This design comes from an exercise in tuning for small area, a short achievable clock period and few clock cycles per item on the open sky130 flow, not from production work.
In this exercise RTL edits were held to simulation tests only and were not proved equivalent to the original.
In every run shown here, the design's own scripts or RTL, not TritonCTS, make the clock network.
The clock input has no modelled driver; a real chip could not lean on it and would need a root buffer or a full tree.
Power and IR drop assume default switching activity.

==> flow/design.v <==
module s_box (
    input [3:0] i_sb, output [3:0] o_sb
);
    assign o_sb[0] = (!i_sb[3]&!i_sb[2]&i_sb[1]) | (!i_sb[2]&i_sb[1]&i_sb[0]) 
    | (!i_sb[3]&i_sb[2]&!i_sb[1]) | (i_sb[2]&!i_sb[1]&i_sb[0]) | 
    (i_sb[3]&!i_sb[2]&!i_sb[1]&!i_sb[0]) | (i_sb[3]&i_sb[2]&i_sb[1]&!i_sb[0]);
    assign o_sb[1] = (!i_sb[3]&!i_sb[2]&!i_sb[0]) | (!i_sb[3]&!i_sb[1]&!i_sb[0]) | (i_sb[2]&i_sb[1]&i_sb[0]) 
| (i_sb[3]&!i_sb[2]&i_sb[0]) | (i_sb[3]&i_sb[2]&i_sb[1]);
    assign o_sb[2] = (!i_sb[3]&!i_sb[2]&!i_sb[1]) | (!i_sb[2]&!i_sb[1]&!i_sb[0]) | (!i_sb[3]&i_sb[2]&!i_sb[0]) 
| (i_sb[3]&i_sb[1]&i_sb[0]) | (i_sb[3]&i_sb[2]&i_sb[0]);
    assign o_sb[3] = (!i_sb[3]&!i_sb[2]&!i_sb[0]) | (!i_sb[3]&i_sb[1]&!i_sb[0]) | (!i_sb[3]&i_sb[2]&i_sb[0]) 
| (i_sb[3]&!i_sb[1]&!i_sb[0]) | (i_sb[3]&!i_sb[2]&i_sb[1]&i_sb[0]);
endmodule
module block_shuffle (
    input [15:0] i_bs, output [15:0] o_bs
);
    assign o_bs = {i_bs[7:4], i_bs[3:0], i_bs[15:12], i_bs[11:8]};
endmodule
module round_permutation #(
    parameter [5:0] shift = 5'b0000,
    parameter [7:0] data_length = 8'd16
)(
    input [data_length - 1:0] i_rp,  output [data_length - 1:0] o_rp
); 
assign o_rp = (i_rp << shift) | (i_rp >> (data_length - shift));
endmodule
module XOR_layer (
    input [63:0] i_xor, output [63:0] o_xor
);
    assign o_xor = {(i_xor[63:48]^i_xor[47:32]^i_xor[15:0]), (i_xor[47:32]^i_xor[15:0]),(i_xor[63:48]^i_xor[31:16]), (i_xor[63:48]^i_xor[31:16]^i_xor[15:0])};
endmodule
module permutation_layer (
    input [63:0] i_pl, output [63:0] o_pl
);
    wire [63:0] bs2rp;
    wire [63:0] rp2xor;
    genvar i;
    generate
        for (i = 0; i < 4; i = i +1 ) begin
            block_shuffle bs(.i_bs(i_pl[(16*i + 15):16*i]), .o_bs(bs2rp[(16*i + 15):16*i]));
        end
    endgenerate
            round_permutation #(.shift(1), .data_length(16)) rp0(.i_rp(bs2rp[(16*0 + 15):16*0]), .o_rp(rp2xor[15:0]));
            round_permutation #(.shift(4), .data_length(16)) rp1(.i_rp(bs2rp[(16*1 + 15):16*1]), .o_rp(rp2xor[(16 + 15):16*1]));
            round_permutation #(.shift(7), .data_length(16)) rp2(.i_rp(bs2rp[(16*2 + 15):16*2]), .o_rp(rp2xor[(16*2 + 15):16*2]));
            round_permutation #(.shift(9), .data_length(16)) rp3(.i_rp(bs2rp[(16*3 + 15):16*3]), .o_rp(rp2xor[(16*3 + 15):16*3]));
    XOR_layer xl(.i_xor(rp2xor), .o_xor(o_pl));
endmodule
module add_round_key (
    input [63:0] i_ark_msg, input [63:0] i_ark_key,
    output [63:0] o_ark_cipher
);
    wire [63:0] xor_msg_key;
    wire [63:0] sb2pl;
    assign xor_msg_key = i_ark_key ^ i_ark_msg;
    genvar j;
    generate    
    for(j=0; j < 16; j = j + 1) begin
            s_box sb(.i_sb(xor_msg_key[(4*j + 3):4*j]), .o_sb(sb2pl[(4*j + 3):4*j]));
        end
    endgenerate
    permutation_layer pl(.i_pl(sb2pl), .o_pl(o_ark_cipher));
endmodule
module key_scheduler (
    input clk, rst, input [4:0] round_counter, input [79:0] i_ks_oldkey, output [79:0] o_ks_newkey 
);
    wire [79:0] level_shift;
    wire [79:0] level_sbox;
    wire [4:0] xor_rc;
    round_permutation #(.shift(13), .data_length(80)) rp (.i_rp(i_ks_oldkey), .o_rp(level_shift));
    s_box sb(.i_sb(level_shift[3:0]), .o_sb(level_sbox[3:0]));
    assign level_sbox[79:4] = level_shift[79:4];
    assign xor_rc = level_sbox[63:59]^(round_counter -1);
    assign o_ks_newkey = {level_sbox[79:64], xor_rc, level_sbox[58:0]};
endmodule
module boron_enc (
    input  clk, rst, start, input [63:0] plain_text, input [79:0] master_key,
    output reg done, output [63:0] cipher_text
);
    reg        busy;
    reg [4:0]  rc;           
    reg [63:0] x;
    reg [79:0] k;
    wire [63:0] x_next;
    wire [79:0] k_next;
    boron_dp dp(.busy(busy), .rc(rc), .x(x), .k(k), .pt(plain_text), .mk(master_key),
                .x_next(x_next), .k_next(k_next));
    always @(posedge clk) begin
        x <= x_next;
        k <= k_next;
        rc <= busy ? rc + 5'd1 : 5'd0;
    end
    always @(posedge clk) begin
        if (!rst) begin
            busy <= 1'b0;
            done <= 1'b0;
        end else begin
            done <= busy && rc == 5'd24;
            if (!busy)
                busy <= start;
            else if (rc == 5'd24)
                busy <= 1'b0;
        end
    end
    assign cipher_text = x;
endmodule
module boron_dp (
    input busy, input [4:0] rc, input [63:0] x, input [79:0] k,
    input [63:0] pt, input [79:0] mk,
    output [63:0] x_next, output [79:0] k_next
);
    wire [63:0] sp;
    wire [79:0] k_upd;
    add_round_key ark(.i_ark_msg(x), .i_ark_key(64'd0), .o_ark_cipher(sp));
    key_scheduler ks(.clk(1'b0), .rst(1'b0), .round_counter(rc + 5'd1), .i_ks_oldkey(k), .o_ks_newkey(k_upd));
    assign k_next = busy ? k_upd : mk;
    assign x_next = (busy ? sp : pt) ^ k_next[63:0];
endmodule
==> flow/flow/run.sh <==
#!/bin/bash
# Standard layout with three changes:
#  - the design's boron_dp module (the round's next-state logic) is replaced by
#    the same function mapped by hand to cells (dp_mapped.v, from gen/mkdp.py);
#    the registers and the rest of the design go through the standard synthesis;
#  - smaller port buffers (ports.tcl);
#  - a clock tree with the same number of buffers to every register (cts.tcl).
set -euo pipefail
here=$(pwd)
python3 flow/subst.py design.v flow/dp_mapped.v > design_mapped.v 2> subst.log
args=("VERILOG_FILES=$here/design_mapped.v" "PRE_GLOBAL_PLACE_TCL=$here/flow/ports.tcl" "PRE_CTS_TCL=$here/flow/cts.tcl")
if [[ -f flow/extra.txt ]]; then while read -r l; do [[ -n "$l" ]] && args+=("$l"); done < flow/extra.txt; fi
bash standard.sh "${args[@]}" finish > standard.log 2>&1
==> flow/flow/cts.tcl <==
# Clock tree built here instead of by TritonCTS. The flip-flops are split into
# 2^LEAF_LEVELS groups of equal size (alternately by median x and median y);
# each group gets a leaf buffer (CTS_LEAF_CELL, clkbuf_16 by default) at its centre. With ROOT_LEVELS > 0
# the leaf buffers are themselves split the same way into 2^ROOT_LEVELS groups,
# each driven by a clkbuf_16 root buffer; the clock port drives the roots (or
# the leaves). Every register sees the same number of buffers from the port.
set ::cts_leaf_levels [expr {[info exists ::env(CTS_LEAF_LEVELS)] ? $::env(CTS_LEAF_LEVELS) : 2}]
set ::cts_root_levels [expr {[info exists ::env(CTS_ROOT_LEVELS)] ? $::env(CTS_ROOT_LEVELS) : 0}]
set ::cts_leaf_cell [expr {[info exists ::env(CTS_LEAF_CELL)] ? $::env(CTS_LEAF_CELL) : "sky130_fd_sc_hd__clkbuf_16"}]
rename clock_tree_synthesis std_clock_tree_synthesis
proc split_sinks {sinks axis levels} {
  if {$levels == 0} { return [list $sinks] }
  set sorted [lsort -integer -index $axis $sinks]
  set half [expr {[llength $sorted] / 2}]
  set out {}
  foreach part [list [lrange $sorted 0 [expr {$half - 1}]] [lrange $sorted $half end]] {
    lappend out {*}[split_sinks $part [expr {1 - $axis}] [expr {$levels - 1}]]
  }
  return $out
}
proc drive_group {block master net_in g name} {
  set sx 0; set sy 0
  foreach s $g { incr sx [lindex $s 0]; incr sy [lindex $s 1] }
  set cnt [llength $g]
  set x [expr {$sx / $cnt}]
  set y [expr {$sy / $cnt}]
  set net [odb::dbNet_create $block "clknet_$name"]
  $net setSigType CLOCK
  set buf [odb::dbInst_create $block $master "clkbuf_$name"]
  $buf setLocation $x $y
  $buf setPlacementStatus PLACED
  [$buf findITerm A] connect $net_in
  [$buf findITerm X] connect $net
  foreach s $g {
    set it [lindex $s 2]
    $it disconnect
    $it connect $net
  }
  puts "clock buffer $name: $cnt sinks"
  return [list $x $y [$buf findITerm A]]
}
proc clock_tree_synthesis {args} {
  set block [ord::get_db_block]
  set master [[ord::get_db] findMaster sky130_fd_sc_hd__clkbuf_16]
  set leaf_master [[ord::get_db] findMaster $::cts_leaf_cell]
  set clk_net [$block findNet clk]
  set sinks {}
  foreach it [$clk_net getITerms] {
    set loc [[$it getInst] getLocation]
    lappend sinks [list [lindex $loc 0] [lindex $loc 1] $it]
  }
  set leaves {}
  set n 0
  foreach g [split_sinks $sinks 0 $::cts_leaf_levels] {
    lappend leaves [drive_group $block $leaf_master $clk_net $g "leaf_$n"]
    incr n
  }
  if {$::cts_root_levels > 0} {
    set n 0
    foreach g [split_sinks $leaves 0 $::cts_root_levels] {
      drive_group $block $master $clk_net $g "root_$n"
      incr n
    }
  }
  set_propagated_clock [all_clocks]
}
==> flow/flow/extra.txt <==
CTS_LEAF_LEVELS=3
CTS_ROOT_LEVELS=1
CTS_LEAF_CELL=sky130_fd_sc_hd__clkbuf_8
==> flow/flow/ports.tcl <==
# Port buffers: buf_1 on the inputs, buf_2 on the outputs (which drive the
# output load), in place of the single buffer_ports call global placement makes.
rename buffer_ports std_buffer_ports
proc buffer_ports {args} {
  std_buffer_ports -inputs -buffer_cell sky130_fd_sc_hd__buf_1
  std_buffer_ports -outputs -buffer_cell sky130_fd_sc_hd__buf_2
}
==> flow/flow/subst.py <==
#!/usr/bin/env python3
"""subst.py DESIGN MAPPED: prints DESIGN with its boron_dp module replaced by the
cell-level modules in MAPPED (the same function, mapped by hand)."""
import re, sys
design = open(sys.argv[1]).read()
mapped = open(sys.argv[2]).read()
out, n = re.subn(r"(?ms)^\s*module\s+boron_dp\b.*?^\s*endmodule\b", "", design)
if n != 1:
    sys.exit("boron_dp not found exactly once in " + sys.argv[1])
sys.stdout.write(out + "\n" + mapped)
==> flow/standard.sh <==
#!/bin/bash
# synth_recipe.tcl (not shown) runs the flow's synth.tcl, then flattens the netlist and writes it again
# the make line also repeats each setting of config.mk as NAME=value (left out here)
make -C /OpenROAD-flow-scripts/flow DESIGN_CONFIG=/design/flow/config.mk WORK_HOME=/design/flow/orfs CLKGATE_MAP_FILE= SYNTH_SCRIPT=/design/flow/synth_recipe.tcl "${@:-finish}"
==> flow/config.mk <==
export PLATFORM = sky130hd
export DESIGN_NAME = boron_enc
export DESIGN_NICKNAME = boron_enc
export VERILOG_FILES = /design/flow/design.v
export SDC_FILE = /design/flow/constraint.sdc
export NUM_CORES = 4
export LEC_CHECK = 0
export CAP_MARGIN = 20
export CORE_MARGIN = 2
export CORE_UTILIZATION = 65
export SETUP_SLACK_MARGIN = 3.05
export SLEW_MARGIN = 20
==> flow/constraint.sdc <==
create_clock -name core_clock -period 5.0 [get_ports {clk}]
set_input_delay 1.0000 -clock core_clock [delete_from_list [all_inputs] [get_ports {clk}]]
set_output_delay 1.0000 -clock core_clock [all_outputs]
set_load 0.01 [all_outputs]
Not shown: flow/flow/dp_mapped.v
==> flow_summary_export.csv, run 1 <==
group,metric,value,unit
route,drt_pass1_iterations,5,
pwr,seqPwrFrac,0.270,
setup_path,criticalPathCategory,"reg -> reg",
yosys,synth_top_family_by_area,"multiplexers",
yosys,yosysMostFrequentCell,"dfxtp_1",
setup_path,ff2ff_setup_slack,3.05,ns
worst_hold_path,hold_path_end,"k[68]",
sta,hold_viol,0,
yosys,ys_seq_area_frac,0.414,
final_layout,layout_commonest_cell,"buf_1",
final_layout,top_register,"k",
route,met1_length,8.02,mm
floorplan,pin_count,212,
final_layout,layout-drive-gt1-share,0.171,
placement,post-place-ws,2.73,ns
status,status,"complete, no violations",
yosys,yosysWarnings,1,
final_layout,fin_area,8890,µm²
final_layout,multi_input_gates,567,
route,drc,0,
yosys,synth_ff_type,"dfxtp_1",
final_layout,sequential_cell_total,151,
pwr,leakage,3.65,nW
floorplan,initial_core_util,0.670,
yosys,synth_compound_area_frac,0.0805,
cts,cts_setup_buffers,2,
setup_path,cp-start-kind,"flip-flop",
route,wire_per_inst,18.1,µm
route,met2_length,9.68,mm
sta,hold_slack,0.449,ns
grt,grt_pass1_wl,28.7,mm
floorplan,core_area,10900,µm²
setup_path,cp.depth,7,
job,drv_cap,0,
route,wirelength,20.1,mm
grt,grt_overflow,0,
grt,grt_use_total,0.308,
route,drt_iter0_markers,321,
final_layout,top_area_cell_class,"multi-input combinational cells",
yosys,async_flop_share,0,
pwr,power-per-cell-area,848,nW/µm²
pwr,vdd_drop_max,0.548,mV
Testbench counts, summed over its fixed seeds: cycles 9,992, items 384.
==> run 2: changes to the inputs <==
==> flow/flow/dp_mapped.v (replaced) <==
// boron_dp mapped to sky130_fd_sc_hd cells; written by gen/mkdp.py
module boron_sbox_m (input [3:0] i, output [3:0] o);
  wire n00;
  wire n01;
  wire n02;
  wire n03;
  wire n04;
  wire n05;
  wire n06;
  wire n07;
  wire n08;
  wire n09;
  wire n10;
  wire n11;
  wire n12;
  sky130_fd_sc_hd__inv_1 g0 (.A(i[2]), .Y(n12));
  sky130_fd_sc_hd__nor2_1 g1 (.A(i[1]), .B(i[2]), .Y(n00));
  sky130_fd_sc_hd__nand2b_1 g2 (.A_N(i[0]), .B(i[3]), .Y(n01));
  sky130_fd_sc_hd__nor2_1 g3 (.A(n12), .B(i[0]), .Y(n02));
  sky130_fd_sc_hd__o21ai_1 g4 (.A1(i[3]), .A2(n02), .B1(n01), .Y(n03));
  sky130_fd_sc_hd__nand2_1 g5 (.A(n00), .B(n03), .Y(n04));
  sky130_fd_sc_hd__o21ai_1 g6 (.A1(n00), .A2(n03), .B1(n04), .Y(o[2]));
  sky130_fd_sc_hd__nor2_1 g7 (.A(i[0]), .B(i[3]), .Y(n05));
  sky130_fd_sc_hd__nor2b_1 g8 (.A(n12), .B_N(i[1]), .Y(n06));
  sky130_fd_sc_hd__and3_1 g9 (.A(n12), .B(i[0]), .C(i[3]), .X(n07));
  sky130_fd_sc_hd__nor3_1 g10 (.A(n05), .B(n06), .C(n07), .Y(n08));
  sky130_fd_sc_hd__a21oi_1 g11 (.A1(n05), .A2(n06), .B1(n08), .Y(o[1]));
  sky130_fd_sc_hd__nor2_1 g12 (.A(n00), .B(n06), .Y(n09));
  sky130_fd_sc_hd__nand2_1 g13 (.A(n01), .B(n09), .Y(n10));
  sky130_fd_sc_hd__o21ai_1 g14 (.A1(n01), .A2(n09), .B1(n10), .Y(o[0]));
  sky130_fd_sc_hd__a22oi_1 g15 (.A1(n12), .A2(i[0]), .B1(i[1]), .B2(i[3]), .Y(n11));
  sky130_fd_sc_hd__o22a_1 g16 (.A1(i[1]), .A2(n03), .B1(n07), .B2(n11), .X(o[3]));
endmodule

module boron_sbox_n (input [3:0] i, output [3:0] o);
  wire n00;
  wire n01;
  wire n02;
  wire n03;
  wire n04;
  wire n05;
  wire n06;
  wire n07;
  wire n08;
  wire n09;
  wire n10;
  wire n11;
  wire n12;
  sky130_fd_sc_hd__inv_1 g0 (.A(i[2]), .Y(n12));
  sky130_fd_sc_hd__nor2_1 g1 (.A(i[1]), .B(i[2]), .Y(n00));
  sky130_fd_sc_hd__nand2b_1 g2 (.A_N(i[0]), .B(i[3]), .Y(n01));
  sky130_fd_sc_hd__nor2_1 g3 (.A(n12), .B(i[0]), .Y(n02));
  sky130_fd_sc_hd__o21ai_1 g4 (.A1(i[3]), .A2(n02), .B1(n01), .Y(n03));
  sky130_fd_sc_hd__nand2_1 g5 (.A(n00), .B(n03), .Y(n04));
  sky130_fd_sc_hd__o21ai_1 g6 (.A1(n00), .A2(n03), .B1(n04), .Y(o[2]));
  sky130_fd_sc_hd__nor2_1 g7 (.A(i[0]), .B(i[3]), .Y(n05));
  sky130_fd_sc_hd__nor2b_1 g8 (.A(n12), .B_N(i[1]), .Y(n06));
  sky130_fd_sc_hd__and3_1 g9 (.A(n12), .B(i[0]), .C(i[3]), .X(n07));
  sky130_fd_sc_hd__nor3_1 g10 (.A(n05), .B(n06), .C(n07), .Y(n08));
  sky130_fd_sc_hd__a21oi_1 g11 (.A1(n05), .A2(n06), .B1(n08), .Y(o[1]));
  sky130_fd_sc_hd__nor2_1 g12 (.A(n00), .B(n06), .Y(n09));
  sky130_fd_sc_hd__nand2_1 g13 (.A(n01), .B(n09), .Y(n10));
  sky130_fd_sc_hd__o21ai_1 g14 (.A1(n01), .A2(n09), .B1(n10), .Y(o[0]));
  sky130_fd_sc_hd__a22oi_1 g15 (.A1(n12), .A2(i[0]), .B1(i[1]), .B2(i[3]), .Y(n11));
  sky130_fd_sc_hd__o22ai_1 g16 (.A1(i[1]), .A2(n03), .B1(n07), .B2(n11), .Y(o[3]));
endmodule

module boron_dp (
    input busy, input [4:0] rc, input [63:0] x, input [79:0] k,
    input [63:0] pt, input [79:0] mk,
    output [63:0] x_next, output [79:0] k_next
);
  wire [63:0] s;
  wire [3:0] ks_o;
  boron_sbox_n sb0 (.i(x[3:0]), .o(s[3:0]));
  boron_sbox_n sb1 (.i(x[7:4]), .o(s[7:4]));
  boron_sbox_n sb2 (.i(x[11:8]), .o(s[11:8]));
  boron_sbox_n sb3 (.i(x[15:12]), .o(s[15:12]));
  boron_sbox_n sb4 (.i(x[19:16]), .o(s[19:16]));
  boron_sbox_n sb5 (.i(x[23:20]), .o(s[23:20]));
  boron_sbox_n sb6 (.i(x[27:24]), .o(s[27:24]));
  boron_sbox_n sb7 (.i(x[31:28]), .o(s[31:28]));
  boron_sbox_n sb8 (.i(x[35:32]), .o(s[35:32]));
  boron_sbox_n sb9 (.i(x[39:36]), .o(s[39:36]));
  boron_sbox_n sb10 (.i(x[43:40]), .o(s[43:40]));
  boron_sbox_n sb11 (.i(x[47:44]), .o(s[47:44]));
  boron_sbox_n sb12 (.i(x[51:48]), .o(s[51:48]));
  boron_sbox_n sb13 (.i(x[55:52]), .o(s[55:52]));
  boron_sbox_n sb14 (.i(x[59:56]), .o(s[59:56]));
  boron_sbox_n sb15 (.i(x[63:60]), .o(s[63:60]));
  boron_sbox_m ksb (.i({k[70], k[69], k[68], k[67]}), .o(ks_o));
  wire kx0;
  wire kx1;
  wire kx2;
  wire kx3;
  wire kx4;
  wire p32;
  wire p16;
  wire mi32;
  wire mi16;
  wire v48;
  wire wn48;
  wire ln48;
  wire v0;
  wire wn0;
  wire ln0;
  wire p33;
  wire p17;
  wire mi33;
  wire mi17;
  wire v49;
  wire wn49;
  wire ln49;
  wire v1;
  wire wn1;
  wire ln1;
  wire p34;
  wire p18;
  wire mi34;
  wire mi18;
  wire v50;
  wire wn50;
  wire ln50;
  wire v2;
  wire wn2;
  wire ln2;
  wire p35;
  wire p19;
  wire mi35;
  wire mi19;
  wire v51;
  wire wn51;
  wire ln51;
  wire v3;
  wire wn3;
  wire ln3;
  wire p36;
  wire p20;
  wire mi36;
  wire mi20;
  wire v52;
  wire wn52;
  wire ln52;
  wire v4;
  wire wn4;
  wire ln4;
  wire p37;
  wire p21;
  wire mi37;
  wire mi21;
  wire v53;
  wire wn53;
  wire ln53;
  wire v5;
  wire wn5;
  wire ln5;
  wire p38;
  wire p22;
  wire mi38;
  wire mi22;
  wire v54;
  wire wn54;
  wire ln54;
  wire v6;
  wire wn6;
  wire ln6;
  wire p39;
  wire p23;
  wire mi39;
  wire mi23;
  wire v55;
  wire wn55;
  wire ln55;
  wire v7;
  wire wn7;
  wire ln7;
  wire p40;
  wire p24;
  wire mi40;
  wire mi24;
  wire v56;
  wire wn56;
  wire ln56;
  wire v8;
  wire wn8;
  wire ln8;
  wire p41;
  wire p25;
  wire mi41;
  wire mi25;
  wire v57;
  wire wn57;
  wire ln57;
  wire v9;
  wire wn9;
  wire ln9;
  wire p42;
  wire p26;
  wire mi42;
  wire mi26;
  wire v58;
  wire wn58;
  wire ln58;
  wire v10;
  wire wn10;
  wire ln10;
  wire p43;
  wire p27;
  wire mi43;
  wire mi27;
  wire v59;
  wire wn59;
  wire ln59;
  wire v11;
  wire wn11;
  wire ln11;
  wire p44;
  wire p28;
  wire mi44;
  wire mi28;
  wire v60;
  wire wn60;
  wire ln60;
  wire v12;
  wire wn12;
  wire ln12;
  wire p45;
  wire p29;
  wire mi45;
  wire mi29;
  wire v61;
  wire wn61;
  wire ln61;
  wire v13;
  wire wn13;
  wire ln13;
  wire p46;
  wire p30;
  wire mi46;
  wire mi30;
  wire v62;
  wire wn62;
  wire ln62;
  wire v14;
  wire wn14;
  wire ln14;
  wire p47;
  wire p31;
  wire mi47;
  wire mi31;
  wire v63;
  wire wn63;
  wire ln63;
  wire v15;
  wire wn15;
  wire ln15;
  sky130_fd_sc_hd__xor2_1 c0 (.A(k[46]), .B(rc[0]), .X(kx0));
  sky130_fd_sc_hd__xor2_1 c1 (.A(k[47]), .B(rc[1]), .X(kx1));
  sky130_fd_sc_hd__xor2_1 c2 (.A(k[48]), .B(rc[2]), .X(kx2));
  sky130_fd_sc_hd__xor2_1 c3 (.A(k[49]), .B(rc[3]), .X(kx3));
  sky130_fd_sc_hd__xor2_1 c4 (.A(k[50]), .B(rc[4]), .X(kx4));
  sky130_fd_sc_hd__mux2_1 c5 (.A0(mk[0]), .A1(ks_o[0]), .S(busy), .X(k_next[0]));
  sky130_fd_sc_hd__mux2_1 c6 (.A0(mk[1]), .A1(ks_o[1]), .S(busy), .X(k_next[1]));
  sky130_fd_sc_hd__mux2_1 c7 (.A0(mk[2]), .A1(ks_o[2]), .S(busy), .X(k_next[2]));
  sky130_fd_sc_hd__mux2_1 c8 (.A0(mk[3]), .A1(ks_o[3]), .S(busy), .X(k_next[3]));
  sky130_fd_sc_hd__mux2_1 c9 (.A0(mk[4]), .A1(k[71]), .S(busy), .X(k_next[4]));
  sky130_fd_sc_hd__mux2_1 c10 (.A0(mk[5]), .A1(k[72]), .S(busy), .X(k_next[5]));
  sky130_fd_sc_hd__mux2_1 c11 (.A0(mk[6]), .A1(k[73]), .S(busy), .X(k_next[6]));
  sky130_fd_sc_hd__mux2_1 c12 (.A0(mk[7]), .A1(k[74]), .S(busy), .X(k_next[7]));
  sky130_fd_sc_hd__mux2_1 c13 (.A0(mk[8]), .A1(k[75]), .S(busy), .X(k_next[8]));
  sky130_fd_sc_hd__mux2_1 c14 (.A0(mk[9]), .A1(k[76]), .S(busy), .X(k_next[9]));
  sky130_fd_sc_hd__mux2_1 c15 (.A0(mk[10]), .A1(k[77]), .S(busy), .X(k_next[10]));
  sky130_fd_sc_hd__mux2_1 c16 (.A0(mk[11]), .A1(k[78]), .S(busy), .X(k_next[11]));
  sky130_fd_sc_hd__mux2_1 c17 (.A0(mk[12]), .A1(k[79]), .S(busy), .X(k_next[12]));
  sky130_fd_sc_hd__mux2_1 c18 (.A0(mk[13]), .A1(k[0]), .S(busy), .X(k_next[13]));
  sky130_fd_sc_hd__mux2_1 c19 (.A0(mk[14]), .A1(k[1]), .S(busy), .X(k_next[14]));
  sky130_fd_sc_hd__mux2_1 c20 (.A0(mk[15]), .A1(k[2]), .S(busy), .X(k_next[15]));
  sky130_fd_sc_hd__mux2_1 c21 (.A0(mk[16]), .A1(k[3]), .S(busy), .X(k_next[16]));
  sky130_fd_sc_hd__mux2_1 c22 (.A0(mk[17]), .A1(k[4]), .S(busy), .X(k_next[17]));
  sky130_fd_sc_hd__mux2_1 c23 (.A0(mk[18]), .A1(k[5]), .S(busy), .X(k_next[18]));
  sky130_fd_sc_hd__mux2_1 c24 (.A0(mk[19]), .A1(k[6]), .S(busy), .X(k_next[19]));
  sky130_fd_sc_hd__mux2_1 c25 (.A0(mk[20]), .A1(k[7]), .S(busy), .X(k_next[20]));
  sky130_fd_sc_hd__mux2_1 c26 (.A0(mk[21]), .A1(k[8]), .S(busy), .X(k_next[21]));
  sky130_fd_sc_hd__mux2_1 c27 (.A0(mk[22]), .A1(k[9]), .S(busy), .X(k_next[22]));
  sky130_fd_sc_hd__mux2_1 c28 (.A0(mk[23]), .A1(k[10]), .S(busy), .X(k_next[23]));
  sky130_fd_sc_hd__mux2_1 c29 (.A0(mk[24]), .A1(k[11]), .S(busy), .X(k_next[24]));
  sky130_fd_sc_hd__mux2_1 c30 (.A0(mk[25]), .A1(k[12]), .S(busy), .X(k_next[25]));
  sky130_fd_sc_hd__mux2_1 c31 (.A0(mk[26]), .A1(k[13]), .S(busy), .X(k_next[26]));
  sky130_fd_sc_hd__mux2_1 c32 (.A0(mk[27]), .A1(k[14]), .S(busy), .X(k_next[27]));
  sky130_fd_sc_hd__mux2_1 c33 (.A0(mk[28]), .A1(k[15]), .S(busy), .X(k_next[28]));
  sky130_fd_sc_hd__mux2_1 c34 (.A0(mk[29]), .A1(k[16]), .S(busy), .X(k_next[29]));
  sky130_fd_sc_hd__mux2_1 c35 (.A0(mk[30]), .A1(k[17]), .S(busy), .X(k_next[30]));
  sky130_fd_sc_hd__mux2_1 c36 (.A0(mk[31]), .A1(k[18]), .S(busy), .X(k_next[31]));
  sky130_fd_sc_hd__mux2_1 c37 (.A0(mk[32]), .A1(k[19]), .S(busy), .X(k_next[32]));
  sky130_fd_sc_hd__mux2_1 c38 (.A0(mk[33]), .A1(k[20]), .S(busy), .X(k_next[33]));
  sky130_fd_sc_hd__mux2_1 c39 (.A0(mk[34]), .A1(k[21]), .S(busy), .X(k_next[34]));
  sky130_fd_sc_hd__mux2_1 c40 (.A0(mk[35]), .A1(k[22]), .S(busy), .X(k_next[35]));
  sky130_fd_sc_hd__mux2_1 c41 (.A0(mk[36]), .A1(k[23]), .S(busy), .X(k_next[36]));
  sky130_fd_sc_hd__mux2_1 c42 (.A0(mk[37]), .A1(k[24]), .S(busy), .X(k_next[37]));
  sky130_fd_sc_hd__mux2_1 c43 (.A0(mk[38]), .A1(k[25]), .S(busy), .X(k_next[38]));
  sky130_fd_sc_hd__mux2_1 c44 (.A0(mk[39]), .A1(k[26]), .S(busy), .X(k_next[39]));
  sky130_fd_sc_hd__mux2_1 c45 (.A0(mk[40]), .A1(k[27]), .S(busy), .X(k_next[40]));
  sky130_fd_sc_hd__mux2_1 c46 (.A0(mk[41]), .A1(k[28]), .S(busy), .X(k_next[41]));
  sky130_fd_sc_hd__mux2_1 c47 (.A0(mk[42]), .A1(k[29]), .S(busy), .X(k_next[42]));
  sky130_fd_sc_hd__mux2_1 c48 (.A0(mk[43]), .A1(k[30]), .S(busy), .X(k_next[43]));
  sky130_fd_sc_hd__mux2_1 c49 (.A0(mk[44]), .A1(k[31]), .S(busy), .X(k_next[44]));
  sky130_fd_sc_hd__mux2_1 c50 (.A0(mk[45]), .A1(k[32]), .S(busy), .X(k_next[45]));
  sky130_fd_sc_hd__mux2_1 c51 (.A0(mk[46]), .A1(k[33]), .S(busy), .X(k_next[46]));
  sky130_fd_sc_hd__mux2_1 c52 (.A0(mk[47]), .A1(k[34]), .S(busy), .X(k_next[47]));
  sky130_fd_sc_hd__mux2_1 c53 (.A0(mk[48]), .A1(k[35]), .S(busy), .X(k_next[48]));
  sky130_fd_sc_hd__mux2_1 c54 (.A0(mk[49]), .A1(k[36]), .S(busy), .X(k_next[49]));
  sky130_fd_sc_hd__mux2_1 c55 (.A0(mk[50]), .A1(k[37]), .S(busy), .X(k_next[50]));
  sky130_fd_sc_hd__mux2_1 c56 (.A0(mk[51]), .A1(k[38]), .S(busy), .X(k_next[51]));
  sky130_fd_sc_hd__mux2_1 c57 (.A0(mk[52]), .A1(k[39]), .S(busy), .X(k_next[52]));
  sky130_fd_sc_hd__mux2_1 c58 (.A0(mk[53]), .A1(k[40]), .S(busy), .X(k_next[53]));
  sky130_fd_sc_hd__mux2_1 c59 (.A0(mk[54]), .A1(k[41]), .S(busy), .X(k_next[54]));
  sky130_fd_sc_hd__mux2_1 c60 (.A0(mk[55]), .A1(k[42]), .S(busy), .X(k_next[55]));
  sky130_fd_sc_hd__mux2_1 c61 (.A0(mk[56]), .A1(k[43]), .S(busy), .X(k_next[56]));
  sky130_fd_sc_hd__mux2_1 c62 (.A0(mk[57]), .A1(k[44]), .S(busy), .X(k_next[57]));
  sky130_fd_sc_hd__mux2_1 c63 (.A0(mk[58]), .A1(k[45]), .S(busy), .X(k_next[58]));
  sky130_fd_sc_hd__mux2_1 c64 (.A0(mk[59]), .A1(kx0), .S(busy), .X(k_next[59]));
  sky130_fd_sc_hd__mux2_1 c65 (.A0(mk[60]), .A1(kx1), .S(busy), .X(k_next[60]));
  sky130_fd_sc_hd__mux2_1 c66 (.A0(mk[61]), .A1(kx2), .S(busy), .X(k_next[61]));
  sky130_fd_sc_hd__mux2_1 c67 (.A0(mk[62]), .A1(kx3), .S(busy), .X(k_next[62]));
  sky130_fd_sc_hd__mux2_1 c68 (.A0(mk[63]), .A1(kx4), .S(busy), .X(k_next[63]));
  sky130_fd_sc_hd__mux2_1 c69 (.A0(mk[64]), .A1(k[51]), .S(busy), .X(k_next[64]));
  sky130_fd_sc_hd__mux2_1 c70 (.A0(mk[65]), .A1(k[52]), .S(busy), .X(k_next[65]));
  sky130_fd_sc_hd__mux2_1 c71 (.A0(mk[66]), .A1(k[53]), .S(busy), .X(k_next[66]));
  sky130_fd_sc_hd__mux2_1 c72 (.A0(mk[67]), .A1(k[54]), .S(busy), .X(k_next[67]));
  sky130_fd_sc_hd__mux2_1 c73 (.A0(mk[68]), .A1(k[55]), .S(busy), .X(k_next[68]));
  sky130_fd_sc_hd__mux2_1 c74 (.A0(mk[69]), .A1(k[56]), .S(busy), .X(k_next[69]));
  sky130_fd_sc_hd__mux2_1 c75 (.A0(mk[70]), .A1(k[57]), .S(busy), .X(k_next[70]));
  sky130_fd_sc_hd__mux2_1 c76 (.A0(mk[71]), .A1(k[58]), .S(busy), .X(k_next[71]));
  sky130_fd_sc_hd__mux2_1 c77 (.A0(mk[72]), .A1(k[59]), .S(busy), .X(k_next[72]));
  sky130_fd_sc_hd__mux2_1 c78 (.A0(mk[73]), .A1(k[60]), .S(busy), .X(k_next[73]));
  sky130_fd_sc_hd__mux2_1 c79 (.A0(mk[74]), .A1(k[61]), .S(busy), .X(k_next[74]));
  sky130_fd_sc_hd__mux2_1 c80 (.A0(mk[75]), .A1(k[62]), .S(busy), .X(k_next[75]));
  sky130_fd_sc_hd__mux2_1 c81 (.A0(mk[76]), .A1(k[63]), .S(busy), .X(k_next[76]));
  sky130_fd_sc_hd__mux2_1 c82 (.A0(mk[77]), .A1(k[64]), .S(busy), .X(k_next[77]));
  sky130_fd_sc_hd__mux2_1 c83 (.A0(mk[78]), .A1(k[65]), .S(busy), .X(k_next[78]));
  sky130_fd_sc_hd__mux2_1 c84 (.A0(mk[79]), .A1(k[66]), .S(busy), .X(k_next[79]));
  sky130_fd_sc_hd__xnor2_1 c85 (.A(s[33]), .B(s[7]), .Y(p32));
  sky130_fd_sc_hd__xnor2_1 c86 (.A(s[63]), .B(s[20]), .Y(p16));
  sky130_fd_sc_hd__mux2i_1 c87 (.A0(pt[32]), .A1(p32), .S(busy), .Y(mi32));
  sky130_fd_sc_hd__xnor2_1 c88 (.A(mi32), .B(k_next[32]), .Y(x_next[32]));
  sky130_fd_sc_hd__mux2i_1 c89 (.A0(pt[16]), .A1(p16), .S(busy), .Y(mi16));
  sky130_fd_sc_hd__xnor2_1 c90 (.A(mi16), .B(k_next[16]), .Y(x_next[16]));
  sky130_fd_sc_hd__xnor2_1 c91 (.A(s[63]), .B(k[35]), .Y(v48));
  sky130_fd_sc_hd__xnor2_1 c92 (.A(p32), .B(v48), .Y(wn48));
  sky130_fd_sc_hd__xnor2_1 c93 (.A(pt[48]), .B(mk[48]), .Y(ln48));
  sky130_fd_sc_hd__mux2i_1 c94 (.A0(ln48), .A1(wn48), .S(busy), .Y(x_next[48]));
  sky130_fd_sc_hd__xnor2_1 c95 (.A(s[7]), .B(ks_o[0]), .Y(v0));
  sky130_fd_sc_hd__xnor2_1 c96 (.A(p16), .B(v0), .Y(wn0));
  sky130_fd_sc_hd__xnor2_1 c97 (.A(pt[0]), .B(mk[0]), .Y(ln0));
  sky130_fd_sc_hd__mux2i_1 c98 (.A0(ln0), .A1(wn0), .S(busy), .Y(x_next[0]));
  sky130_fd_sc_hd__xor2_1 c99 (.A(s[34]), .B(s[8]), .X(p33));
  sky130_fd_sc_hd__xor2_1 c100 (.A(s[48]), .B(s[21]), .X(p17));
  sky130_fd_sc_hd__mux2i_1 c101 (.A0(pt[33]), .A1(p33), .S(busy), .Y(mi33));
  sky130_fd_sc_hd__xnor2_1 c102 (.A(mi33), .B(k_next[33]), .Y(x_next[33]));
  sky130_fd_sc_hd__mux2i_1 c103 (.A0(pt[17]), .A1(p17), .S(busy), .Y(mi17));
  sky130_fd_sc_hd__xnor2_1 c104 (.A(mi17), .B(k_next[17]), .Y(x_next[17]));
  sky130_fd_sc_hd__xor2_1 c105 (.A(s[48]), .B(k[36]), .X(v49));
  sky130_fd_sc_hd__xnor2_1 c106 (.A(p33), .B(v49), .Y(wn49));
  sky130_fd_sc_hd__xnor2_1 c107 (.A(pt[49]), .B(mk[49]), .Y(ln49));
  sky130_fd_sc_hd__mux2i_1 c108 (.A0(ln49), .A1(wn49), .S(busy), .Y(x_next[49]));
  sky130_fd_sc_hd__xor2_1 c109 (.A(s[8]), .B(ks_o[1]), .X(v1));
  sky130_fd_sc_hd__xnor2_1 c110 (.A(p17), .B(v1), .Y(wn1));
  sky130_fd_sc_hd__xnor2_1 c111 (.A(pt[1]), .B(mk[1]), .Y(ln1));
  sky130_fd_sc_hd__mux2i_1 c112 (.A0(ln1), .A1(wn1), .S(busy), .Y(x_next[1]));
  sky130_fd_sc_hd__xnor2_1 c113 (.A(s[35]), .B(s[9]), .Y(p34));
  sky130_fd_sc_hd__xor2_1 c114 (.A(s[49]), .B(s[22]), .X(p18));
  sky130_fd_sc_hd__mux2i_1 c115 (.A0(pt[34]), .A1(p34), .S(busy), .Y(mi34));
  sky130_fd_sc_hd__xnor2_1 c116 (.A(mi34), .B(k_next[34]), .Y(x_next[34]));
  sky130_fd_sc_hd__mux2i_1 c117 (.A0(pt[18]), .A1(p18), .S(busy), .Y(mi18));
  sky130_fd_sc_hd__xnor2_1 c118 (.A(mi18), .B(k_next[18]), .Y(x_next[18]));
  sky130_fd_sc_hd__xor2_1 c119 (.A(s[49]), .B(k[37]), .X(v50));
  sky130_fd_sc_hd__xnor2_1 c120 (.A(p34), .B(v50), .Y(wn50));
  sky130_fd_sc_hd__xnor2_1 c121 (.A(pt[50]), .B(mk[50]), .Y(ln50));
  sky130_fd_sc_hd__mux2i_1 c122 (.A0(ln50), .A1(wn50), .S(busy), .Y(x_next[50]));
  sky130_fd_sc_hd__xor2_1 c123 (.A(s[9]), .B(ks_o[2]), .X(v2));
  sky130_fd_sc_hd__xnor2_1 c124 (.A(p18), .B(v2), .Y(wn2));
  sky130_fd_sc_hd__xnor2_1 c125 (.A(pt[2]), .B(mk[2]), .Y(ln2));
  sky130_fd_sc_hd__mux2i_1 c126 (.A0(ln2), .A1(wn2), .S(busy), .Y(x_next[2]));
  sky130_fd_sc_hd__xor2_1 c127 (.A(s[36]), .B(s[10]), .X(p35));
  sky130_fd_sc_hd__xnor2_1 c128 (.A(s[50]), .B(s[23]), .Y(p19));
  sky130_fd_sc_hd__mux2i_1 c129 (.A0(pt[35]), .A1(p35), .S(busy), .Y(mi35));
  sky130_fd_sc_hd__xnor2_1 c130 (.A(mi35), .B(k_next[35]), .Y(x_next[35]));
  sky130_fd_sc_hd__mux2i_1 c131 (.A0(pt[19]), .A1(p19), .S(busy), .Y(mi19));
  sky130_fd_sc_hd__xnor2_1 c132 (.A(mi19), .B(k_next[19]), .Y(x_next[19]));
  sky130_fd_sc_hd__xor2_1 c133 (.A(s[50]), .B(k[38]), .X(v51));
  sky130_fd_sc_hd__xnor2_1 c134 (.A(p35), .B(v51), .Y(wn51));
  sky130_fd_sc_hd__xnor2_1 c135 (.A(pt[51]), .B(mk[51]), .Y(ln51));
  sky130_fd_sc_hd__mux2i_1 c136 (.A0(ln51), .A1(wn51), .S(busy), .Y(x_next[51]));
  sky130_fd_sc_hd__xor2_1 c137 (.A(s[10]), .B(ks_o[3]), .X(v3));
  sky130_fd_sc_hd__xnor2_1 c138 (.A(p19), .B(v3), .Y(wn3));
  sky130_fd_sc_hd__xnor2_1 c139 (.A(pt[3]), .B(mk[3]), .Y(ln3));
  sky130_fd_sc_hd__mux2i_1 c140 (.A0(ln3), .A1(wn3), .S(busy), .Y(x_next[3]));
  sky130_fd_sc_hd__xnor2_1 c141 (.A(s[37]), .B(s[11]), .Y(p36));
  sky130_fd_sc_hd__xnor2_1 c142 (.A(s[51]), .B(s[24]), .Y(p20));
  sky130_fd_sc_hd__mux2i_1 c143 (.A0(pt[36]), .A1(p36), .S(busy), .Y(mi36));
  sky130_fd_sc_hd__xnor2_1 c144 (.A(mi36), .B(k_next[36]), .Y(x_next[36]));
  sky130_fd_sc_hd__mux2i_1 c145 (.A0(pt[20]), .A1(p20), .S(busy), .Y(mi20));
  sky130_fd_sc_hd__xnor2_1 c146 (.A(mi20), .B(k_next[20]), .Y(x_next[20]));
  sky130_fd_sc_hd__xnor2_1 c147 (.A(s[51]), .B(k[39]), .Y(v52));
  sky130_fd_sc_hd__xnor2_1 c148 (.A(p36), .B(v52), .Y(wn52));
  sky130_fd_sc_hd__xnor2_1 c149 (.A(pt[52]), .B(mk[52]), .Y(ln52));
  sky130_fd_sc_hd__mux2i_1 c150 (.A0(ln52), .A1(wn52), .S(busy), .Y(x_next[52]));
  sky130_fd_sc_hd__xnor2_1 c151 (.A(s[11]), .B(k[71]), .Y(v4));
  sky130_fd_sc_hd__xnor2_1 c152 (.A(p20), .B(v4), .Y(wn4));
  sky130_fd_sc_hd__xnor2_1 c153 (.A(pt[4]), .B(mk[4]), .Y(ln4));
  sky130_fd_sc_hd__mux2i_1 c154 (.A0(ln4), .A1(wn4), .S(busy), .Y(x_next[4]));
  sky130_fd_sc_hd__xor2_1 c155 (.A(s[38]), .B(s[12]), .X(p37));
  sky130_fd_sc_hd__xor2_1 c156 (.A(s[52]), .B(s[25]), .X(p21));
  sky130_fd_sc_hd__mux2i_1 c157 (.A0(pt[37]), .A1(p37), .S(busy), .Y(mi37));
  sky130_fd_sc_hd__xnor2_1 c158 (.A(mi37), .B(k_next[37]), .Y(x_next[37]));
  sky130_fd_sc_hd__mux2i_1 c159 (.A0(pt[21]), .A1(p21), .S(busy), .Y(mi21));
  sky130_fd_sc_hd__xnor2_1 c160 (.A(mi21), .B(k_next[21]), .Y(x_next[21]));
  sky130_fd_sc_hd__xor2_1 c161 (.A(s[52]), .B(k[40]), .X(v53));
  sky130_fd_sc_hd__xnor2_1 c162 (.A(p37), .B(v53), .Y(wn53));
  sky130_fd_sc_hd__xnor2_1 c163 (.A(pt[53]), .B(mk[53]), .Y(ln53));
  sky130_fd_sc_hd__mux2i_1 c164 (.A0(ln53), .A1(wn53), .S(busy), .Y(x_next[53]));
  sky130_fd_sc_hd__xor2_1 c165 (.A(s[12]), .B(k[72]), .X(v5));
  sky130_fd_sc_hd__xnor2_1 c166 (.A(p21), .B(v5), .Y(wn5));
  sky130_fd_sc_hd__xnor2_1 c167 (.A(pt[5]), .B(mk[5]), .Y(ln5));
  sky130_fd_sc_hd__mux2i_1 c168 (.A0(ln5), .A1(wn5), .S(busy), .Y(x_next[5]));
  sky130_fd_sc_hd__xnor2_1 c169 (.A(s[39]), .B(s[13]), .Y(p38));
  sky130_fd_sc_hd__xor2_1 c170 (.A(s[53]), .B(s[26]), .X(p22));
  sky130_fd_sc_hd__mux2i_1 c171 (.A0(pt[38]), .A1(p38), .S(busy), .Y(mi38));
  sky130_fd_sc_hd__xnor2_1 c172 (.A(mi38), .B(k_next[38]), .Y(x_next[38]));
  sky130_fd_sc_hd__mux2i_1 c173 (.A0(pt[22]), .A1(p22), .S(busy), .Y(mi22));
  sky130_fd_sc_hd__xnor2_1 c174 (.A(mi22), .B(k_next[22]), .Y(x_next[22]));
  sky130_fd_sc_hd__xor2_1 c175 (.A(s[53]), .B(k[41]), .X(v54));
  sky130_fd_sc_hd__xnor2_1 c176 (.A(p38), .B(v54), .Y(wn54));
  sky130_fd_sc_hd__xnor2_1 c177 (.A(pt[54]), .B(mk[54]), .Y(ln54));
  sky130_fd_sc_hd__mux2i_1 c178 (.A0(ln54), .A1(wn54), .S(busy), .Y(x_next[54]));
  sky130_fd_sc_hd__xor2_1 c179 (.A(s[13]), .B(k[73]), .X(v6));
  sky130_fd_sc_hd__xnor2_1 c180 (.A(p22), .B(v6), .Y(wn6));
  sky130_fd_sc_hd__xnor2_1 c181 (.A(pt[6]), .B(mk[6]), .Y(ln6));
  sky130_fd_sc_hd__mux2i_1 c182 (.A0(ln6), .A1(wn6), .S(busy), .Y(x_next[6]));
  sky130_fd_sc_hd__xor2_1 c183 (.A(s[40]), .B(s[14]), .X(p39));
  sky130_fd_sc_hd__xnor2_1 c184 (.A(s[54]), .B(s[27]), .Y(p23));
  sky130_fd_sc_hd__mux2i_1 c185 (.A0(pt[39]), .A1(p39), .S(busy), .Y(mi39));
  sky130_fd_sc_hd__xnor2_1 c186 (.A(mi39), .B(k_next[39]), .Y(x_next[39]));
  sky130_fd_sc_hd__mux2i_1 c187 (.A0(pt[23]), .A1(p23), .S(busy), .Y(mi23));
  sky130_fd_sc_hd__xnor2_1 c188 (.A(mi23), .B(k_next[23]), .Y(x_next[23]));
  sky130_fd_sc_hd__xor2_1 c189 (.A(s[54]), .B(k[42]), .X(v55));
  sky130_fd_sc_hd__xnor2_1 c190 (.A(p39), .B(v55), .Y(wn55));
  sky130_fd_sc_hd__xnor2_1 c191 (.A(pt[55]), .B(mk[55]), .Y(ln55));
  sky130_fd_sc_hd__mux2i_1 c192 (.A0(ln55), .A1(wn55), .S(busy), .Y(x_next[55]));
  sky130_fd_sc_hd__xor2_1 c193 (.A(s[14]), .B(k[74]), .X(v7));
  sky130_fd_sc_hd__xnor2_1 c194 (.A(p23), .B(v7), .Y(wn7));
  sky130_fd_sc_hd__xnor2_1 c195 (.A(pt[7]), .B(mk[7]), .Y(ln7));
  sky130_fd_sc_hd__mux2i_1 c196 (.A0(ln7), .A1(wn7), .S(busy), .Y(x_next[7]));
  sky130_fd_sc_hd__xnor2_1 c197 (.A(s[41]), .B(s[15]), .Y(p40));
  sky130_fd_sc_hd__xnor2_1 c198 (.A(s[55]), .B(s[28]), .Y(p24));
  sky130_fd_sc_hd__mux2i_1 c199 (.A0(pt[40]), .A1(p40), .S(busy), .Y(mi40));
  sky130_fd_sc_hd__xnor2_1 c200 (.A(mi40), .B(k_next[40]), .Y(x_next[40]));
  sky130_fd_sc_hd__mux2i_1 c201 (.A0(pt[24]), .A1(p24), .S(busy), .Y(mi24));
  sky130_fd_sc_hd__xnor2_1 c202 (.A(mi24), .B(k_next[24]), .Y(x_next[24]));
  sky130_fd_sc_hd__xnor2_1 c203 (.A(s[55]), .B(k[43]), .Y(v56));
  sky130_fd_sc_hd__xnor2_1 c204 (.A(p40), .B(v56), .Y(wn56));
  sky130_fd_sc_hd__xnor2_1 c205 (.A(pt[56]), .B(mk[56]), .Y(ln56));
  sky130_fd_sc_hd__mux2i_1 c206 (.A0(ln56), .A1(wn56), .S(busy), .Y(x_next[56]));
  sky130_fd_sc_hd__xnor2_1 c207 (.A(s[15]), .B(k[75]), .Y(v8));
  sky130_fd_sc_hd__xnor2_1 c208 (.A(p24), .B(v8), .Y(wn8));
  sky130_fd_sc_hd__xnor2_1 c209 (.A(pt[8]), .B(mk[8]), .Y(ln8));
  sky130_fd_sc_hd__mux2i_1 c210 (.A0(ln8), .A1(wn8), .S(busy), .Y(x_next[8]));
  sky130_fd_sc_hd__xor2_1 c211 (.A(s[42]), .B(s[0]), .X(p41));
  sky130_fd_sc_hd__xor2_1 c212 (.A(s[56]), .B(s[29]), .X(p25));
  sky130_fd_sc_hd__mux2i_1 c213 (.A0(pt[41]), .A1(p41), .S(busy), .Y(mi41));
  sky130_fd_sc_hd__xnor2_1 c214 (.A(mi41), .B(k_next[41]), .Y(x_next[41]));
  sky130_fd_sc_hd__mux2i_1 c215 (.A0(pt[25]), .A1(p25), .S(busy), .Y(mi25));
  sky130_fd_sc_hd__xnor2_1 c216 (.A(mi25), .B(k_next[25]), .Y(x_next[25]));
  sky130_fd_sc_hd__xor2_1 c217 (.A(s[56]), .B(k[44]), .X(v57));
  sky130_fd_sc_hd__xnor2_1 c218 (.A(p41), .B(v57), .Y(wn57));
  sky130_fd_sc_hd__xnor2_1 c219 (.A(pt[57]), .B(mk[57]), .Y(ln57));
  sky130_fd_sc_hd__mux2i_1 c220 (.A0(ln57), .A1(wn57), .S(busy), .Y(x_next[57]));
  sky130_fd_sc_hd__xor2_1 c221 (.A(s[0]), .B(k[76]), .X(v9));
  sky130_fd_sc_hd__xnor2_1 c222 (.A(p25), .B(v9), .Y(wn9));
  sky130_fd_sc_hd__xnor2_1 c223 (.A(pt[9]), .B(mk[9]), .Y(ln9));
  sky130_fd_sc_hd__mux2i_1 c224 (.A0(ln9), .A1(wn9), .S(busy), .Y(x_next[9]));
  sky130_fd_sc_hd__xnor2_1 c225 (.A(s[43]), .B(s[1]), .Y(p42));
  sky130_fd_sc_hd__xor2_1 c226 (.A(s[57]), .B(s[30]), .X(p26));
  sky130_fd_sc_hd__mux2i_1 c227 (.A0(pt[42]), .A1(p42), .S(busy), .Y(mi42));
  sky130_fd_sc_hd__xnor2_1 c228 (.A(mi42), .B(k_next[42]), .Y(x_next[42]));
  sky130_fd_sc_hd__mux2i_1 c229 (.A0(pt[26]), .A1(p26), .S(busy), .Y(mi26));
  sky130_fd_sc_hd__xnor2_1 c230 (.A(mi26), .B(k_next[26]), .Y(x_next[26]));
  sky130_fd_sc_hd__xor2_1 c231 (.A(s[57]), .B(k[45]), .X(v58));
  sky130_fd_sc_hd__xnor2_1 c232 (.A(p42), .B(v58), .Y(wn58));
  sky130_fd_sc_hd__xnor2_1 c233 (.A(pt[58]), .B(mk[58]), .Y(ln58));
  sky130_fd_sc_hd__mux2i_1 c234 (.A0(ln58), .A1(wn58), .S(busy), .Y(x_next[58]));
  sky130_fd_sc_hd__xor2_1 c235 (.A(s[1]), .B(k[77]), .X(v10));
  sky130_fd_sc_hd__xnor2_1 c236 (.A(p26), .B(v10), .Y(wn10));
  sky130_fd_sc_hd__xnor2_1 c237 (.A(pt[10]), .B(mk[10]), .Y(ln10));
  sky130_fd_sc_hd__mux2i_1 c238 (.A0(ln10), .A1(wn10), .S(busy), .Y(x_next[10]));
  sky130_fd_sc_hd__xor2_1 c239 (.A(s[44]), .B(s[2]), .X(p43));
  sky130_fd_sc_hd__xnor2_1 c240 (.A(s[58]), .B(s[31]), .Y(p27));
  sky130_fd_sc_hd__mux2i_1 c241 (.A0(pt[43]), .A1(p43), .S(busy), .Y(mi43));
  sky130_fd_sc_hd__xnor2_1 c242 (.A(mi43), .B(k_next[43]), .Y(x_next[43]));
  sky130_fd_sc_hd__mux2i_1 c243 (.A0(pt[27]), .A1(p27), .S(busy), .Y(mi27));
  sky130_fd_sc_hd__xnor2_1 c244 (.A(mi27), .B(k_next[27]), .Y(x_next[27]));
  sky130_fd_sc_hd__xor2_1 c245 (.A(s[58]), .B(kx0), .X(v59));
  sky130_fd_sc_hd__xnor2_1 c246 (.A(p43), .B(v59), .Y(wn59));
  sky130_fd_sc_hd__xnor2_1 c247 (.A(pt[59]), .B(mk[59]), .Y(ln59));
  sky130_fd_sc_hd__mux2i_1 c248 (.A0(ln59), .A1(wn59), .S(busy), .Y(x_next[59]));
  sky130_fd_sc_hd__xor2_1 c249 (.A(s[2]), .B(k[78]), .X(v11));
  sky130_fd_sc_hd__xnor2_1 c250 (.A(p27), .B(v11), .Y(wn11));
  sky130_fd_sc_hd__xnor2_1 c251 (.A(pt[11]), .B(mk[11]), .Y(ln11));
  sky130_fd_sc_hd__mux2i_1 c252 (.A0(ln11), .A1(wn11), .S(busy), .Y(x_next[11]));
  sky130_fd_sc_hd__xnor2_1 c253 (.A(s[45]), .B(s[3]), .Y(p44));
  sky130_fd_sc_hd__xnor2_1 c254 (.A(s[59]), .B(s[16]), .Y(p28));
  sky130_fd_sc_hd__mux2i_1 c255 (.A0(pt[44]), .A1(p44), .S(busy), .Y(mi44));
  sky130_fd_sc_hd__xnor2_1 c256 (.A(mi44), .B(k_next[44]), .Y(x_next[44]));
  sky130_fd_sc_hd__mux2i_1 c257 (.A0(pt[28]), .A1(p28), .S(busy), .Y(mi28));
  sky130_fd_sc_hd__xnor2_1 c258 (.A(mi28), .B(k_next[28]), .Y(x_next[28]));
  sky130_fd_sc_hd__xnor2_1 c259 (.A(s[59]), .B(kx1), .Y(v60));
  sky130_fd_sc_hd__xnor2_1 c260 (.A(p44), .B(v60), .Y(wn60));
  sky130_fd_sc_hd__xnor2_1 c261 (.A(pt[60]), .B(mk[60]), .Y(ln60));
  sky130_fd_sc_hd__mux2i_1 c262 (.A0(ln60), .A1(wn60), .S(busy), .Y(x_next[60]));
  sky130_fd_sc_hd__xnor2_1 c263 (.A(s[3]), .B(k[79]), .Y(v12));
  sky130_fd_sc_hd__xnor2_1 c264 (.A(p28), .B(v12), .Y(wn12));
  sky130_fd_sc_hd__xnor2_1 c265 (.A(pt[12]), .B(mk[12]), .Y(ln12));
  sky130_fd_sc_hd__mux2i_1 c266 (.A0(ln12), .A1(wn12), .S(busy), .Y(x_next[12]));
  sky130_fd_sc_hd__xor2_1 c267 (.A(s[46]), .B(s[4]), .X(p45));
  sky130_fd_sc_hd__xor2_1 c268 (.A(s[60]), .B(s[17]), .X(p29));
  sky130_fd_sc_hd__mux2i_1 c269 (.A0(pt[45]), .A1(p45), .S(busy), .Y(mi45));
  sky130_fd_sc_hd__xnor2_1 c270 (.A(mi45), .B(k_next[45]), .Y(x_next[45]));
  sky130_fd_sc_hd__mux2i_1 c271 (.A0(pt[29]), .A1(p29), .S(busy), .Y(mi29));
  sky130_fd_sc_hd__xnor2_1 c272 (.A(mi29), .B(k_next[29]), .Y(x_next[29]));
  sky130_fd_sc_hd__xor2_1 c273 (.A(s[60]), .B(kx2), .X(v61));
  sky130_fd_sc_hd__xnor2_1 c274 (.A(p45), .B(v61), .Y(wn61));
  sky130_fd_sc_hd__xnor2_1 c275 (.A(pt[61]), .B(mk[61]), .Y(ln61));
  sky130_fd_sc_hd__mux2i_1 c276 (.A0(ln61), .A1(wn61), .S(busy), .Y(x_next[61]));
  sky130_fd_sc_hd__xor2_1 c277 (.A(s[4]), .B(k[0]), .X(v13));
  sky130_fd_sc_hd__xnor2_1 c278 (.A(p29), .B(v13), .Y(wn13));
  sky130_fd_sc_hd__xnor2_1 c279 (.A(pt[13]), .B(mk[13]), .Y(ln13));
  sky130_fd_sc_hd__mux2i_1 c280 (.A0(ln13), .A1(wn13), .S(busy), .Y(x_next[13]));
  sky130_fd_sc_hd__xnor2_1 c281 (.A(s[47]), .B(s[5]), .Y(p46));
  sky130_fd_sc_hd__xor2_1 c282 (.A(s[61]), .B(s[18]), .X(p30));
  sky130_fd_sc_hd__mux2i_1 c283 (.A0(pt[46]), .A1(p46), .S(busy), .Y(mi46));
  sky130_fd_sc_hd__xnor2_1 c284 (.A(mi46), .B(k_next[46]), .Y(x_next[46]));
  sky130_fd_sc_hd__mux2i_1 c285 (.A0(pt[30]), .A1(p30), .S(busy), .Y(mi30));
  sky130_fd_sc_hd__xnor2_1 c286 (.A(mi30), .B(k_next[30]), .Y(x_next[30]));
  sky130_fd_sc_hd__xor2_1 c287 (.A(s[61]), .B(kx3), .X(v62));
  sky130_fd_sc_hd__xnor2_1 c288 (.A(p46), .B(v62), .Y(wn62));
  sky130_fd_sc_hd__xnor2_1 c289 (.A(pt[62]), .B(mk[62]), .Y(ln62));
  sky130_fd_sc_hd__mux2i_1 c290 (.A0(ln62), .A1(wn62), .S(busy), .Y(x_next[62]));
  sky130_fd_sc_hd__xor2_1 c291 (.A(s[5]), .B(k[1]), .X(v14));
  sky130_fd_sc_hd__xnor2_1 c292 (.A(p30), .B(v14), .Y(wn14));
  sky130_fd_sc_hd__xnor2_1 c293 (.A(pt[14]), .B(mk[14]), .Y(ln14));
  sky130_fd_sc_hd__mux2i_1 c294 (.A0(ln14), .A1(wn14), .S(busy), .Y(x_next[14]));
  sky130_fd_sc_hd__xor2_1 c295 (.A(s[32]), .B(s[6]), .X(p47));
  sky130_fd_sc_hd__xnor2_1 c296 (.A(s[62]), .B(s[19]), .Y(p31));
  sky130_fd_sc_hd__mux2i_1 c297 (.A0(pt[47]), .A1(p47), .S(busy), .Y(mi47));
  sky130_fd_sc_hd__xnor2_1 c298 (.A(mi47), .B(k_next[47]), .Y(x_next[47]));
  sky130_fd_sc_hd__mux2i_1 c299 (.A0(pt[31]), .A1(p31), .S(busy), .Y(mi31));
  sky130_fd_sc_hd__xnor2_1 c300 (.A(mi31), .B(k_next[31]), .Y(x_next[31]));
  sky130_fd_sc_hd__xor2_1 c301 (.A(s[62]), .B(kx4), .X(v63));
  sky130_fd_sc_hd__xnor2_1 c302 (.A(p47), .B(v63), .Y(wn63));
  sky130_fd_sc_hd__xnor2_1 c303 (.A(pt[63]), .B(mk[63]), .Y(ln63));
  sky130_fd_sc_hd__mux2i_1 c304 (.A0(ln63), .A1(wn63), .S(busy), .Y(x_next[63]));
  sky130_fd_sc_hd__xor2_1 c305 (.A(s[6]), .B(k[2]), .X(v15));
  sky130_fd_sc_hd__xnor2_1 c306 (.A(p31), .B(v15), .Y(wn15));
  sky130_fd_sc_hd__xnor2_1 c307 (.A(pt[15]), .B(mk[15]), .Y(ln15));
  sky130_fd_sc_hd__mux2i_1 c308 (.A0(ln15), .A1(wn15), .S(busy), .Y(x_next[15]));
endmodule
--- a/flow/config.mk
+++ b/flow/config.mk
@@ -10,3 +10,3 @@
 export CORE_UTILIZATION = 65
-export SETUP_SLACK_MARGIN = 3.05
+export SETUP_SLACK_MARGIN = 3.0
 export SLEW_MARGIN = 20
==> run 2 against run 1 <==
Against the previous run:
- still clean
- global-route usage up 0.43 points
- sequential cell count unchanged
- clock power up 1%
- synthesized area up 3.8%
- die area up 3.7%
- setup slack worse by 0.018 ns
- cell area about the same
- critical path depth down 6
- sequential share of layout area down 0.35 points
- clock skew up 0.0015 ns
- sequential power about the same
- highest routed layer unchanged
==> flow_summary_export.csv, run 2 <==
group,metric,value,unit
yosys,synth-edff-count,0,
route,drc,0,
sta,tns,0,ns
yosys,ys_ff_latch,151,
sta,hold_slack,0.456,ns
placement,post-place-ws,2.80,ns
yosys,synthDistinctLibCells,22,
pwr,totalPowerFinal,7.22,mW
floorplan,chipHeight,112,µm
final_layout,antenna_cells,0,
route,drt_pass1_iterations,6,
setup_path,crit_required,4.00,ns
status,status,"complete, no violations",
yosys,synth_top_area_share,0.399,
yosys,syn_nets,918,
setup_path,end_kind,"output pin",
floorplan,initial_core_util,0.663,
final_layout,layout-area-overhead-vs-synth,17.3,%
grt,grt_pass1_vias,6372,
final_layout,largest_reg_flops,80,
grt,grt_antenna_before_repair,0,
cts,clk_pin_slew,0.12,ns
route,drt_iter0_markers,463,
yosys,synth_ff_type,"dfxtp_1",
pwr,leakage,3.61,nW
final_layout,final_cells,1136,
cts,hold_buffers,0,
sta,fmax,508,MHz
final_layout,layout-drive-gt1-share,0.0886,
final_layout,layout_commonest_cell,"dfxtp_1",
floorplan,die_w,112,µm
sta,drv_slew,0,
floorplan,fp.dieArea,12500,µm²
setup_path,crit_path_max_fanout,6,
setup_path,cp_cell_sequence,"buf_2",
final_layout,fin_area,8890,µm²
yosys,synthTopCellsByArea,"dfxtp_1 40%, xnor2_1 14%, mux2_1 12%, mux2i_1 8.7%, xor2_1 5.3%",
route,ant_nets,0,
route,vias_per_cell,5.62,
yosys,synth_common_cells,"151 x dfxtp_1, 120 x xnor2_1, 80 x mux2_1, 68 x nor2_1, 66 x mux2i_1",
placement,numPlacedInstances,1125,
sta,hold_viol,0,
sta,rsz0062_at_grt,"true",
yosys,yosysWarnings,1,
floorplan,num_rows,39,
setup_path,crit_slowest_cell,"dfxtp_1",
floorplan,core_area,11400,µm²
sta,period_share,0.394,
placement,place_area,8660,µm²
sta,relSlewSlack,0.570,
sta,setup_violations,0,
setup_path,critPathArrivalTime,0.97,ns
grt,grt_overflow,0,
setup_path,criticalPathCategory,"reg -> out",
worst_hold_path,hp-class,"reg -> reg",
setup_path,crit_family,"flip-flops",
setup_path,path_buf_inv,1,
yosys,ys_seq_area_frac,0.399,
final_layout,mostFrequentLayoutCells,"148 x dfxtp_1, 146 x buf_1, 120 x xnor2_1",
yosys,yosys.area.top_type,"dfxtp_1",
yosys,avgSynthCellArea,9.85,µm²
route,vias,6382,
pwr,power-per-cell-area,813,nW/µm²
sta,timing.final.ws_setup,3.03,ns
yosys,netlist_instances,769,
route,wire_per_inst,18.1,µm
yosys,async_flop_share,0,
sta,fin_crit,1.97,ns
floorplan,pin_count,212,
route,wirelength,20.6,mm
placement,hpwl,16.3,mm
final_layout,top_register,"k",
placement,io_buffers,211,
final_layout,largestRegisters,"k x80, x x64, rc x5",
cts,clock_latency,0.32,ns
setup_path,cp-start-kind,"flip-flop",
yosys,yosysMostFrequentCell,"dfxtp_1",
grt,grt_pass1_wl,31.4,mm
yosys,synth_area,7570,µm²
final_layout,fin_nets,1144,
setup_path,critical-path-max-stage-delay,0.46,ns
grt,grt_max_degree,56,
grt,grt_use_total,0.313,
pwr,vdd_drop_max,0.455,mV
sta,skew,0.0183,ns
placement,gp_congestion,0.893,
final_layout,fin_util,0.778,
job,drv_cap,0,
sta,worstMarginPinSlew,0.645,ns
-- run 2: cell count changes in the layout (fill, tap and decap cells not counted), sizes merged --
cell	previous run	this run
xnor2	88	120
buf	220	214
-- run 2: path summary, 6_finish.rpt --
path         depth (start not counted)         endpoint  slack, ns  startpoint
max                                  1  cipher_text[11]       3.03       x[11]
min                                  1            k[78]       0.46       k[65]
max reg2reg                          7            x[37]       3.04       x[14]
min reg2reg                          1            k[78]       0.46       k[65]
-- run 2: layout make-up --
class                      instances  area (µm²)
inverter                          19        71.3
timing repair buffer             214         925
fill                             818        2530
multi-input combinational        599        4520
buffer                            10         160
sequential                       151        3030
tap                              143         179
-- run 2: cell families (layout without fill, tap and decap cells) --
group,after synthesis,after routing,share of synthesized area
AOI/OAI and AO/OA,104,104,0.0775
xor gates and xnor gates,166,166,0.192
adders and majority gates,2,2,0.00330
buffers and inverters,19,243,0.00942
DFF,151,151,0.399
muxes,146,146,0.206
and+or+nand+nor,181,181,0.113
-- run 2: power breakdown --
| part | total (mW) | switching (mW) | internal, mW |
|---|---|---|---|
| Clock | 0.573 | 0.354 | 0.219 |
| Sequential | 2.00 | 0.414 | 1.59 |
| Combinational | 4.65 | 2.65 | 2.00 |
-- run 2: metal layers --
layer	global-route usage	vias to the layer above	routed length [µm]
li1	-	3082	-
met2	0.547	297	9950
met3	0.0381	53	1530
met4	0.114	0	826
met1	0.398	2950	8270
met5	0	-	0
-- run 2: repair_timing --
action,in CTS,in global routing
endpoints found under the hold margin,0,0
gates resized for setup,0,10
endpoints found under the setup margin,40,14
buffers inserted,1,0

what the ideal ports hide:
The flow's constraints put no driver on any port. The routed layouts listed below were extracted and timed again, unchanged, in two steps. Step 1, drivers: a clkbuf_16 drives clk and a buf_2 each remaining input, both assumed. Step 2 also shifts input and output timing later by t, the mid clock arrival at the registers, as if the neighbouring blocks saw the same clock. a / b / c = no drivers / after step 1 / after step 2; a / b = the first two.
run | t (ns) | slack for setup (ns) | hold slack, ns | cell pins on the clock port's net
run 1 | 0.367 | 3.050 / 3.002 / 3.050 | 0.449 / 0.449 / 0.449 | 2
run 2 | 0.365 | 3.031 / 2.974 / 3.037 | 0.456 / 0.456 / 0.456 | 2
After both steps setup and hold are still met in every run listed.
